Context: an optimization exercise on an open-source flow, tuned for small area. The choices shown serve that exercise and are no tape-out recipe.
The RTL was checked by simulation tests, not by an equivalence proof against the original design.
Power is estimated from default activity; no workload was simulated.

== delta ==
==> flow/design.v (excerpt) <==
module sid_top(
	output DAC_clk,
	output DAC_le,
	output DAC_dat_1,
	output DAC_dat_2,
	input [5:0] addr,
	input [7:0] bus_in,
	output reg [7:0] bus_out,
	input bus_cyc,
	input bus_we,
	input clk,
	input rst
);
reg [7:0] read_res;
always @(*) begin
	case(addr)
		default: read_res = 8'h00;
		0: read_res = freq_1[7:0];
		1: read_res = freq_1[15:8];
		2: read_res = pw_1[7:0];
		3: read_res = {4'h0, pw_1[11:8]};
		4: read_res = ctrl_1;
		5: read_res = atk_dec_1;
		6: read_res = sus_rel_1;
		7: read_res = freq_2[7:0];
		8: read_res = freq_2[15:8];
		9: read_res = pw_2[7:0];
		10: read_res = {4'h0, pw_2[11:8]};
		11: read_res = ctrl_2;
		12: read_res = atk_dec_2;
		13: read_res = sus_rel_2;
		14: read_res = freq_3[7:0];
		15: read_res = freq_3[15:8];
		16: read_res = pw_3[7:0];
		17: read_res = {4'h0, pw_3[11:8]};
		18: read_res = ctrl_3;
		19: read_res = atk_dec_3;
		20: read_res = sus_rel_3;
		21: read_res = {5'h00, fc[2:0]};
		22: read_res = fc[10:3];
		23: read_res = res_filt;
		24: read_res = mode_vol;
		25: read_res = {6'h20, clk_trg};
		27: read_res = sample_3[11:4];
		28: read_res = ch3_env;
	endcase
end
reg [15:0] freq_1;
reg [11:0] pw_1;
reg [7:0]  ctrl_1;
reg [7:0]  atk_dec_1;
reg [7:0]  sus_rel_1;
reg [15:0] freq_2;
reg [11:0] pw_2;
reg [7:0]  ctrl_2;
reg [7:0]  atk_dec_2;
reg [7:0]  sus_rel_2;
reg [15:0] freq_3;
reg [11:0] pw_3;
reg [7:0]  ctrl_3;
reg [7:0]  atk_dec_3;
reg [7:0]  sus_rel_3;
reg [10:0] fc;
reg [7:0]  res_filt;
reg [7:0]  mode_vol;
wire [11:0] sample_1;
wire [11:0] sample_2;
wire [11:0] sample_3;
wire [7:0] ch3_env;
reg [1:0] clk_ctr;
reg [1:0] clk_trg;
reg [4:0] step_ctr;
wire enable = clk_trg == 0 || clk_ctr == clk_trg;
wire [1:0] clk_ctr_inc;
wire [4:0] step_ctr_inc;
rc_add #(2) clk_ctr_add(.a(clk_ctr), .b(2'b00), .ci(1'b1), .s(clk_ctr_inc), .co());
rc_add #(5) step_ctr_add(.a(step_ctr), .b(5'b00000), .ci(1'b1), .s(step_ctr_inc), .co());
always @(posedge clk) begin
    if(rst) begin
  ...
Size: ~5300 cells after synthesis, ~780 flip-flops, ~46000 sq um of cells after synthesis.
==> module SID_filter, before the edit <==
module SID_filter(
	output [14:0] sample_out,
	input [11:0] sample_1,
	input [11:0] sample_2,
	input [11:0] sample_3,
	input [10:0] reg_fc,
	input [7:0] res_filt,
	input [7:0] mode_vol,
	input clk,
	input clk_enable,
	input rst,
	input [2:0] filter_step,
	output sample_ready
);
wire filt_1 = res_filt[0];
wire filt_2 = res_filt[1];
wire filt_3 = res_filt[2];
wire three_off = mode_vol[7];
wire hp = mode_vol[6];
wire bp = mode_vol[5];
wire lp = mode_vol[4];
reg [15:0] sample_acc;
assign sample_out = sample_acc[15:1];
reg [25:0] high;
reg [31:0] band;
reg [25:0] low;
reg [5:0]  digit_r;  
reg [5:0]  fc_lo;    
reg [4:0]  fc_hi;    
reg f2_c, f3_c;      
reg hp_c, lp_c, bp_c;
reg [25:0] acc;      
wire [2:0] st = filter_step;
reg [10:0] res_lut;
always @(*) begin
	case(res_filt[7:4])
		0: res_lut = 11'h5a8;
		1: res_lut = 11'h52b;
		2: res_lut = 11'h4c2;
		3: res_lut = 11'h468;
		4: res_lut = 11'h41b;
		5: res_lut = 11'h3d8;
		6: res_lut = 11'h39d;
		7: res_lut = 11'h368;
		8: res_lut = 11'h339;
		9: res_lut = 11'h30f;
		10: res_lut = 11'h2e9;
		11: res_lut = 11'h2c6;
		12: res_lut = 11'h2a7;
		13: res_lut = 11'h28a;
		14: res_lut = 11'h270;
		15: res_lut = 11'h257;
	endcase
end
wire [5:0] digit = st == 0 ? {1'b0, res_lut[10:6]} : digit_r;
wire second = st[0];
wire [31:0] mul_b = {band[31:26], st[2] ? high : band[25:0]};
wire [31:0] prod;
macc_6x32 macc(.d(digit), .b(mul_b), .acc(acc), .add_acc(second), .p(prod));
reg [11:0] filt_add;
always @(*) begin
	case(st[1:0])
		0: filt_add = filt_1 ? sample_1 : 12'h000;
		1: filt_add = f2_c ? sample_2 : 12'h000;
		default: filt_add = f3_c ? sample_3 : 12'h000;
	endcase
end
wire [25:0] filt_x = {13'h0000, filt_add, 1'b0};
wire [25:0] prod_term = {{14{acc[19]}}, acc[19:8]};
reg [25:0] sub_a, sub_b;
always @(*) begin
	case(st)
		0, 4: sub_a = low;
		2: sub_a = {{4{acc[25]}}, acc[25:4]};
		6: sub_a = band[25:0];
		default: sub_a = high;
	endcase
	case(st)
		0, 1: sub_b = filt_x;
		2: sub_b = ~high;
		3: sub_b = ~filt_x;
		default: sub_b = ~prod_term;
	endcase
end
wire [31:0] sub_out;
rc_add #(32) sub(.a({band[31:26], sub_a}), .b({{6{!(acc[19] && st == 6)}}, sub_b}), .ci(st[2] || st[1]), .s(sub_out), .co());
reg [15:0] acc_add;
always @(*) begin
	case(st)
		1: acc_add = {3'b000, sample_1, 1'b0};
		2: acc_add = {3'b000, sample_2, 1'b0};
		3: acc_add = {3'b000, sample_3, 1'b0};
		5: acc_add = high[15:0];
		6: acc_add = low[15:0];
		default: acc_add = band[15:0];
	endcase
end
wire [15:0] sample_acc_next;
rc_add #(16) sacc_add(.a(sample_acc), .b(acc_add), .ci(1'b0), .s(sample_acc_next), .co());
assign sample_ready = st == 0;
always @(posedge clk) begin
	if(rst) begin
		band        <= 0;
		low         <= 0;
	end else if(clk_enable) begin
		if(!(st[2] && st[1])) acc <= second ? prod[31:6] : prod[25:0];
		case(st)
			0: begin
				high <= sub_out[25:0];
				digit_r <= res_lut[5:0];
				f2_c <= filt_2;
				f3_c <= filt_3;
				sample_acc <= 16'h8000;
			end
			1: begin
				high <= sub_out[25:0];
				digit_r <= {1'b0, reg_fc[10:6]};
				fc_lo <= reg_fc[5:0];
				hp_c <= hp;
				if(!filt_1) sample_acc <= sample_acc_next;
			end
			2: begin
				high <= sub_out[25:0];
				digit_r <= fc_lo;
				fc_lo <= reg_fc[5:0];
				fc_hi <= reg_fc[10:6];
				lp_c <= lp;
				if(!filt_2) sample_acc <= sample_acc_next;
			end
			3: begin
				digit_r <= {1'b0, fc_hi};
				high <= sub_out[25:0];
				bp_c <= bp;
				if(!filt_3 && !three_off) sample_acc <= sample_acc_next;
			end
			4: begin
				digit_r <= fc_lo;
				low <= sub_out[25:0];
			end
			5: begin
				if(hp_c) sample_acc <= sample_acc_next;
			end
			6: begin
				band <= sub_out;
				if(lp_c) sample_acc <= sample_acc_next;
			end
			7: begin
				if(bp_c) sample_acc <= sample_acc_next;
			end
		endcase
	end
end
endmodule
export LEC_CHECK = 0
export ABC_AREA = 1
export CAP_MARGIN = 20
export CORE_MARGIN = 2
export CORE_UTILIZATION = 40
export SLEW_MARGIN = 20
create_clock -name core_clock -period 15.0 [get_ports {clk}]
standard.sh (not shown) runs the stock make flow with config.mk's settings and CLKGATE_MAP_FILE= SYNTH_SCRIPT=/design/flow/synth_recipe.tcl, a recipe that flattens the netlist after the stock synthesis.
==> flow/flow/run.sh <==
#!/bin/bash
# The standard layout, with two changes:
# - clock tree synthesis adds no dummy loads (cells that only balance the clock
#   tree) and uses small leaf buffers;
# - the buffer that every input and output port gets is the smallest buffer cell
#   rather than a delay buffer (the resizer may still upsize it).
set -euo pipefail
export CTS_ARGS="-sink_clustering_enable -repair_clock_nets -dont_use_dummy_load -buf_list sky130_fd_sc_hd__clkbuf_4 -sink_clustering_size 9 -sink_clustering_max_diameter 45"
export BUFFER_PORTS_ARGS="-buffer_cell sky130_fd_sc_hd__buf_1"
bash standard.sh > standard_flow.log 2>&1
For gamma, these inputs were changed with respect to delta:
--- a/flow/design.v
+++ b/flow/design.v
@@ -327,10 +327,9 @@
 		1: acc_add = {3'b000, sample_1, 1'b0};
 		2: acc_add = {3'b000, sample_2, 1'b0};
 		3: acc_add = {3'b000, sample_3, 1'b0};
 		5: acc_add = high[15:0];
-		6: acc_add = low[15:0];
-		default: acc_add = band[15:0];
+		default: acc_add = sub_out[15:0];
 	endcase
 end
 wire [15:0] sample_acc_next;
 rc_add #(16) sacc_add(.a(sample_acc), .b(acc_add), .ci(1'b0), .s(sample_acc_next), .co());
@@ -372,17 +371,15 @@
 			end
 			4: begin
 				digit_r <= fc_lo;
 				low <= sub_out[25:0];
+				if(lp_c) sample_acc <= sample_acc_next;
 			end
 			5: begin
 				if(hp_c) sample_acc <= sample_acc_next;
 			end
 			6: begin
 				band <= sub_out;
-				if(lp_c) sample_acc <= sample_acc_next;
-			end
-			7: begin
 				if(bp_c) sample_acc <= sample_acc_next;
 			end
 		endcase
 	end
--- outcome ---
Cell count: gamma higher than delta
Layout overhead on the synthesized area, delta and gamma, higher one = delta.
The lower achievable clock frequency came out of delta.
For the die area, gamma came in 0.39% higher than delta did.
Diff gamma..delta | port buffer count | unchanged
Going from delta to gamma, net count of the finished layout grows by 55.
Portion of total power attributed to combinational logic is lower on delta
gamma vs delta: detailed-route wire length on metal 1 up in gamma

-- what the ideal ports hide --
In the flow no input, the clock included, has a driving cell. The finished layouts below were timed again as built, in two steps. Step 1 (the two cells are an assumption about what drives the block):
set clk [get_ports {clk}]
set_driving_cell -lib_cell sky130_fd_sc_hd__clkbuf_16 $clk
set_driving_cell -lib_cell sky130_fd_sc_hd__buf_2 [delete_from_list [all_inputs] $clk]
Step 2 times the ports against the registers' clock, not the clock port: input delays grow and output delays shrink by t, the midpoint of the rising clock arrivals with the driver on. Three values: no drivers, after step 1, after step 2; two values: the first two.
run | t (ns) | setup WS [ns] | worst hold slack (ns) | worst setup path at the end | latest minus earliest clock arrival (ns)
delta | 1.009 | 0.610 / 0.610 / 0.610 | 0.328 / 0.328 / 0.328 | register to register | 0.228 / 0.228
gamma | 1.042 | 0.722 / 0.722 / 0.722 | 0.319 / 0.319 / 0.319 | register to register | 0.132 / 0.132
After both steps setup and hold are still met in every run listed.
